Source: an optimization exercise on an open RTL-to-GDS flow (aim: small area). Production flows keep margins and buffers that such runs may drop.
Only simulation tests tie the RTL to the original design; equivalence was not proved.
The flow treats the clock pin as an ideal source, which a real chip does not have.
Power is estimated from default activity; no workload was simulated.

// PongGame
module PongGame
(
	input CLOCK_50,
	input [3:0] KEY,
	input [9:0] SW,
	output logic VGA_BLANK_N,
	output logic VGA_SYNC_N,
	output logic VGA_HS,
	output logic VGA_VS,
	output logic [ 7:0] VGA_R,
	output logic [ 7:0] VGA_G,
	output logic [ 7:0] VGA_B
);
export LEC_CHECK = 0
export CAP_MARGIN = 20
export CORE_MARGIN = 2
export CORE_UTILIZATION = 65
export CTS_BUF_LIST = sky130_fd_sc_hd__clkbuf_4
export SLEW_MARGIN = 20
create_clock -name core_clock -period 10.0 [get_ports {CLOCK_50}]
standard.sh (not shown) runs the stock make flow with config.mk's settings and CLKGATE_MAP_FILE= SYNTH_SCRIPT=/design/flow/synth_recipe.tcl, a recipe that flattens the netlist after the stock synthesis.
==> flow/flow/run.sh <==
#!/bin/bash
# Standard layout, with the port buffers made from the smallest buffer,
# cells downsized after floorplan (placement repair restores any that need it),
# a clock tree of clkbuf_4 with no dummy loads, and clock-tree leaves whose
# estimated output slew is high upsized to clkbuf_8.
cp standard.sh standard.sh.log
export BUFFER_PORTS_ARGS="-buffer_cell sky130_fd_sc_hd__buf_1"
export CTS_ARGS="-sink_clustering_enable -repair_clock_nets -buf_list sky130_fd_sc_hd__clkbuf_4 -dont_use_dummy_load"
export POST_CTS_TCL="$(pwd)/flow/cts_post.tcl"
export POST_FLOORPLAN_TCL="$(pwd)/flow/downsize.tcl"
bash standard.sh > standard.log 2>&1
Other scripts of this flow, unchanged in this note and not shown: flow/flow/cts_post.tcl, flow/flow/downsize.tcl
The starting point completed without violations.
Change:
--- a/flow/config.mk
+++ b/flow/config.mk
@@ -10 +10 @@
-export CORE_UTILIZATION = 65
+export CORE_UTILIZATION = 55
Result:
- The new run passed the timing, DRC and antenna checks
- setup slack gains 0.096 ns
- first-iteration DRC count drops by 31%
- count of clock-buffer cells in the layout stays the same
- clock skew came out lower by 0.0032 ns
- area after synthesis does not change
- via count shrinks by 2.5%
- register-to-register slack improved by 0.02 ns

* * *

Another version of the RTL of PongGame (not shown whole).
For scale: roughly 76 flip-flops, about 5800 µm² of cells after synthesis.
export LEC_CHECK = 0
export ABC_AREA = 1
export CAP_MARGIN = 0
export CORE_MARGIN = 2
export CORE_UTILIZATION = 80
export CTS_BUF_LIST = sky130_fd_sc_hd__clkbuf_4
export SLEW_MARGIN = 0
create_clock -name core_clock -period 10.0 [get_ports {CLOCK_50}]
==> flow/flow/run.sh <==
#!/bin/bash
# The standard layout (standard.sh, standard synthesis unchanged), with:
# - the port buffers made from the smallest buffer;
# - cells downsized to their smallest drive strength after floorplan and again
#   after clock-tree synthesis (the repair steps that follow restore drive
#   where timing, slew or capacitance need it);
# - after floorplan, the combinational logic re-mapped for area by OpenROAD's
#   restructure (ABC; registers untouched), its files and ABC log in rmp/;
# - a clock tree of clkbuf_4 with no dummy loads, whose leaf buffers with a
#   high estimated output slew are upsized to clkbuf_8.
# The make output of every step goes to standard.log; ORFS keeps each tool's
# own log under orfs/logs.
cp standard.sh standard.sh.log
export BUFFER_PORTS_ARGS="-buffer_cell sky130_fd_sc_hd__buf_1"
export CTS_ARGS="-sink_clustering_enable -repair_clock_nets -buf_list sky130_fd_sc_hd__clkbuf_4 -dont_use_dummy_load"
export POST_CTS_TCL="$(pwd)/flow/cts_post.tcl"
export POST_FLOORPLAN_TCL="$(pwd)/flow/floorplan_post.tcl"
export RMP_WORK="$(pwd)/rmp"
bash standard.sh > standard.log 2>&1
==> flow/flow/floorplan_post.tcl <==
# After floorplan: downsize every cell to its smallest drive strength, then
# re-map the combinational logic for area with OpenROAD's restructure (ABC).
# Registers are not touched. Placement and repair restore drive strength where
# timing, slew or capacitance need it.
set flowdir [file dirname $::env(POST_FLOORPLAN_TCL)]
source [file join $flowdir downsize.tcl]
report_design_area

# restructure hands ABC a liberty file and does not honour dont_use, so give
# it a copy of the platform's library without the don't-use cells.
file mkdir $::env(RMP_WORK)
set lib_in [lindex $::env(LIB_FILES) 0]
set lib_out [file join $::env(RMP_WORK) no_dont_use.lib]
set patterns {}
foreach c $::env(DONT_USE_CELLS) { lappend patterns $c }
set fin [open $lib_in r]
set fout [open $lib_out w]
set skip 0
set depth 0
set dropped 0
while {[gets $fin line] >= 0} {
  if {!$skip && [regexp {^\s*cell\s*\(\s*"?([A-Za-z0-9_]+)"?\s*\)} $line -> cname]} {
    foreach p $patterns {
      if {[string match $p $cname]} { set skip 1; set depth 0; incr dropped; break }
    }
  }
  if {$skip} {
    incr depth [expr {[regexp -all {\{} $line] - [regexp -all {\}} $line]}]
    if {$depth <= 0 && [regexp {\}} $line]} { set skip 0 }
    continue
  }
  puts $fout $line
}
close $fin
close $fout
puts "floorplan_post: dropped $dropped don't-use cells from the library given to restructure"

restructure -target area -slack_threshold 0.5 \
  -liberty_file $lib_out \
  -tielo_port sky130_fd_sc_hd__conb_1/LO -tiehi_port sky130_fd_sc_hd__conb_1/HI \
  -work_dir $::env(RMP_WORK) -abc_logfile $::env(RMP_WORK)/abc.log
file delete $lib_out
report_design_area
source [file join $flowdir downsize.tcl]
report_design_area
Other scripts of this flow, unchanged in this note and not shown: flow/flow/cts_post.tcl, flow/flow/downsize.tcl
Rerun with:
--- a/flow/flow/floorplan_post.tcl
+++ b/flow/flow/floorplan_post.tcl
@@ -38,4 +38,8 @@
-restructure -target area -slack_threshold 0.5 \
-  -liberty_file $lib_out \
-  -tielo_port sky130_fd_sc_hd__conb_1/LO -tiehi_port sky130_fd_sc_hd__conb_1/HI \
-  -work_dir $::env(RMP_WORK) -abc_logfile $::env(RMP_WORK)/abc.log
+# two passes: the second finds a little more to share
+foreach pass {1 2} {
+  restructure -target area -slack_threshold 0.5 \
+    -liberty_file $lib_out \
+    -tielo_port sky130_fd_sc_hd__conb_1/LO -tiehi_port sky130_fd_sc_hd__conb_1/HI \
+    -work_dir $::env(RMP_WORK) -abc_logfile $::env(RMP_WORK)/abc$pass.log
+  report_design_area
+}
Settings changed: CORE_UTILIZATION 80 to 65.
Result:
- The changed run completed with no timing, DRC or antenna violations
- hold slack improves by 0.0049 ns
- non-clock buffer count increases by 2
- cell count hardly moves
- sequential power barely changes
- utilization decreases by 13 points
Rerun with:
Settings changed: CORE_UTILIZATION 65 to 80.
After rerunning: The changed run completed with no timing, DRC or antenna violations. Sequential share of layout area is about the same. Routed wire length came out higher by 1.5%. Combinational power stays flat. Sequential power hardly moves.

afterwards: timing with drivers on the ports:
Ports are ideal in the flow. The routed layouts listed here were re-timed in OpenROAD.
Step 1: set_driving_cell puts a clkbuf_16 on CLOCK_50 and a buf_2 on each other input, an assumption about the parent block.
Step 2 adds t to the input delays and takes it off the output delays; t is the mean of the earliest and latest rising clock arrival at the registers after step 1. Input paths then give back, and output paths get back, about the clock's delay inside the block.
Three values: ideal, step 1, step 2; two values: the first two.
run | t (ns) | slack for setup (ns) | worst data-port slew with drivers (ns)
the first run of note 1 | 0.456 | 1.887 / 1.857 / 2.313 | 0.03
the second run of note 1 | 0.455 | 1.983 / 1.951 / 2.406 | 0.03
the first run of note 2 | 0.444 | 1.722 / 1.688 / 2.132 | 0.03
the second run of note 2 | 0.443 | 2.132 / 2.098 / 2.541 | 0.05
the third run of note 2 | 0.450 | 1.918 / 1.886 / 2.336 | 0.03
After both steps setup and hold are still met in every run listed.
